Source: an optimization exercise on an open RTL-to-GDS flow (aim: small area, a short achievable clock period and few clock cycles per item). Production flows keep margins and buffers that such runs may drop. Function was checked by simulation only, so behaviour that the tests miss may differ from the original.

==> run H <==
Design multiplier, start of the top module:
module multiplier(opA, opB, op_en, clk, rst, res, add, sub, done);
    input [31:0] opA, opB;
    input op_en, clk, rst;
    output [63:0] res;
    output reg [4:0] add, sub;
    output reg done;
    reg [31:0] X, Y;                  
    reg [1:0] cnt;                    
    reg [3:0] neg, one, two;          
    reg [63:0] r;                     
    reg [2:0] cv;                     
    wire fA1 = (&opA[31:7] | ~|opA[31:7]);
    wire fA2 = (&opA[31:15] | ~|opA[31:15]);
    wire fA3 = (&opA[31:23] | ~|opA[31:23]);
    wire fB1 = (&opB[31:7] | ~|opB[31:7]);
    wire fB2 = (&opB[31:15] | ~|opB[31:15]);
    wire fB3 = (&opB[31:23] | ~|opB[31:23]);
    wire sw = (fA1 & ~fB1) | (fA2 & ~fB2) | (fA3 & ~fB3);
    wire fM1 = fA1 | fB1;
    wire fM2 = fA2 | fB2;
    wire fM3 = fA3 | fB3;
    reg [1:0] start;
    reg [8:0] wA, wB;
    reg [63:0] rinit;
    always @(*) begin
        start = 2'd0;
        rinit = 64'hffffffff56000000;
        wA = {opA[7], opA[6], opA[5], opA[4], opA[3], opA[2], opA[1], opA[0], 1'b0};
        wB = {opB[7], opB[6], opB[5], opB[4], opB[3], opB[2], opB[1], opB[0], 1'b0};
        if (!fM1) begin start = 2'd1; rinit = 64'hffffffff55560000; wA = {opA[15], opA[14], opA[13], opA[12], opA[11], opA[10], opA[9], opA[8], opA[7]}; wB = {opB[15], opB[14], opB[13], opB[12], opB[11], opB[10], opB[9], opB[8], opB[7]}; end
        if (!fM2) begin start = 2'd2; rinit = 64'hffffffff55555600; wA = {opA[23], opA[22], opA[21], opA[20], opA[19], opA[18], opA[17], opA[16], opA[15]}; wB = {opB[23], opB[22], opB[21], opB[20], opB[19], opB[18], opB[17], opB[16], opB[15]}; end
        if (!fM3) begin start = 2'd3; rinit = 64'hffffffff55555556; wA = {opA[31], opA[30], opA[29], opA[28], opA[27], opA[26], opA[25], opA[24], opA[23]}; wB = {opB[31], opB[30], opB[29], opB[28], opB[27], opB[26], opB[25], opB[24], opB[23]}; end
    end
    function [11:0] enc;
        input [8:0] w;
        integer r;
        reg b0, b1, b2;
        begin
            for (r = 0; r < 4; r = r + 1) begin
                b0 = w[2*r]; b1 = w[2*r+1]; b2 = w[2*r+2];
                enc[r]       = b2 & ~(b1 & b0);
                enc[4 + r]   = b1 ^ b0;
                enc[8 + r] = (b2 & ~b1 & ~b0) | (~b2 & b1 & b0);
  ...
Settings: LEC_CHECK=0, CAP_MARGIN=20, CORE_MARGIN=2, CORE_UTILIZATION=60, CTS_BUF_LIST=sky130_fd_sc_hd__clkbuf_4 sky130_fd_sc_hd__clkbuf_8, CTS_CLUSTER_SIZE=30, PLACE_DENSITY=0.7, SETUP_SLACK_MARGIN=5, SLEW_MARGIN=20, TNS_END_PERCENT=0; clock period 8.0 ns.
run.sh (not shown) runs the stock make flow with config.mk's settings and CLKGATE_MAP_FILE= SYNTH_SCRIPT=/design/flow/synth_recipe.tcl, a recipe that flattens the netlist after the stock synthesis.
==> run C: changes against run H <==
CORE_UTILIZATION = 40   (was 60)
CTS_BUF_LIST = unset   (was sky130_fd_sc_hd__clkbuf_4 sky130_fd_sc_hd__clkbuf_8)
CTS_CLUSTER_SIZE = unset   (was 30)
PLACE_DENSITY = 0.6   (was 0.7)
SETUP_SLACK_MARGIN = 3   (was 5)
TNS_END_PERCENT = unset   (was 0)
==> notes.md <==
* Status: finished clean
* Final worst-path cycle share at 62.6%
* CP Data Required Time at 8.20 ns
* Critical Path Max Stage Delay at 0.56 ns
* Clock period minus worst slack at 5.01 ns
* Number of global-route vias before repair at 11500
* Fraction of area in registers at 23.5%
* WL/cell at 19.6 um
* Commonest cells after routing, fill and taps aside: inv_1, edfxtp_1, a22oi_1
* Placed cells at 2073
* Post-route cell area at 18400 um2
* R2R setup slack at 3.02 ns
* Multi-input combinational area share at 53.6%
* Post-Place Setup Slack at 1.85 ns
* Met1 usage at 32.1%
* Top delay family on crit path: adder cells
* Non-clk buf share at 12.0%
That was run C.
==> notes.md <==
* R2R setup slack at 2.91 ns
* Critical Path Max Stage Delay at 0.78 ns
* Post-route cell area at 17200 um2
* Number of global-route vias before repair at 11300
* Placed cells at 1888
* Fraction of area in registers at 25.1%
* Largest net degree at the start of global routing at 91
* Status: finished clean
* Final worst-path cycle share at 64.2%
* Commonest cells after routing, fill and taps aside: inv_1, edfxtp_1, a22oi_1
* Non-clk buf share at 10.2%
* Multi-input combinational area share at 55.6%
* Top delay family on crit path: compound AO/OA/AOI/OAI gates
* CP Data Required Time at 8.33 ns
* Met1 usage at 43.9%
* TritonCTS Buffers at 17
* WL/cell at 20.1 um
That was run H.
Testbench counts of run H, summed over its fixed seeds: cycles 4,819, ops 1,600.
Testbench counts of run C, summed over its fixed seeds: cycles 4,819, ops 1,600.

========
==> zinc <==
Another version of the RTL of multiplier (not shown whole).
clock: 8.0 ns
lec_check: 0
cap_margin: 20
core_margin: 2
core_utilization: 60
cts_cluster_size: 30
place_density: 0.7
setup_slack_margin: 3.5
slew_margin: 20
tns_end_percent: 0
==> indigo (differences from zinc) <==
Settings changed: CORE_UTILIZATION 60 to 70, PLACE_DENSITY 0.7 to 0.8, SETUP_SLACK_MARGIN 3.5 to 5.
==> qor summary <==
Run status: zinc finished clean; indigo finished clean
Ratio of routed vias to standard cells: zinc 6.16; indigo 7.06
Die area: zinc 26,300 µm²; indigo 22,600 µm²
Critical path endpoint: zinc add[2]$_DFFE_PP_; indigo r[33]$_DFFE_PP_
GR met2 Demand/Resource: zinc 0.520; indigo 0.642
Detailed Routing Iterations Pass 1: zinc 6; indigo 10
Classification of the worst setup path: zinc input pin to flop; indigo flop to flop
Final weighted congestion of routability-driven global placement: zinc 0.943; indigo 1.01
Area after detailed placement: zinc 16,200 µm²; indigo 16,100 µm²
Via count of the first global-routing pass: zinc 11,959; indigo 12,501
Number of buffer and inverter instances along the worst setup path: zinc 6; indigo 3
FILL cells: zinc 1,894; indigo 1,026
Arrival time of data at the critical path endpoint: zinc 5.20 ns; indigo 5.40 ns
Slew at the pin closest to its max-slew limit: zinc 0.865 ns; indigo 0.900 ns
Clock slew seen by the registers of the worst setup and hold paths: zinc 0.07 ns; indigo 0.06 ns
Rows: zinc 57; indigo 53
GR Util met1: zinc 0.436; indigo 0.524
Total Routing Usage GR: zinc 0.324; indigo 0.400
Worst r2r src: zinc X[8]$_DFFE_PP_; indigo one[2]$_DFF_P_
Area used by sequential logic in the layout: zinc 4290 µm²; indigo 4300 µm²
Path length in cells of the critical path: zinc 14; indigo 17
Worst-case setup slack after placement: zinc 2.02 ns; indigo 1.99 ns
Number of tap instances: zinc 324; indigo 275
Placed wire-length estimate after detailed placement: zinc 31,900 µm; indigo 31,800 µm
Testbench counts of zinc, summed over its fixed seeds: cycles 4,819, ops 1,600.
Testbench counts of indigo, summed over its fixed seeds: cycles 4,819, ops 1,600.

==> re-timing with driven ports <==
Ports are ideal in the flow. The routed layouts listed here were re-timed in OpenROAD.
Step 1, drivers: a clkbuf_16 drives clk and a buf_2 each remaining input, both assumed.
Step 2 also shifts input and output timing later by t, the mid clock arrival at the registers, as if the neighbouring blocks saw the same clock.
a / b / c = no drivers / after step 1 / after step 2; a / b = the first two.
run | t, ns | setup WS [ns] | clock arrival spread, ns
run H | 0.502 | 2.861 / 2.886 / 2.384 | 0.035 / 0.034
run C | 0.494 | 2.991 / 2.953 / 2.516 | 0.020 / 0.020
zinc | 0.482 | 3.000 / 3.024 / 2.542 | 0.012 / 0.011
indigo | 0.483 | 2.782 / 2.782 / 2.489 | 0.012 / 0.012
After both steps setup and hold are still met in every run listed. For run H, which loses most, drivers alone change the setup slack by +0.025 ns; drivers and shift together by -0.477 ns.
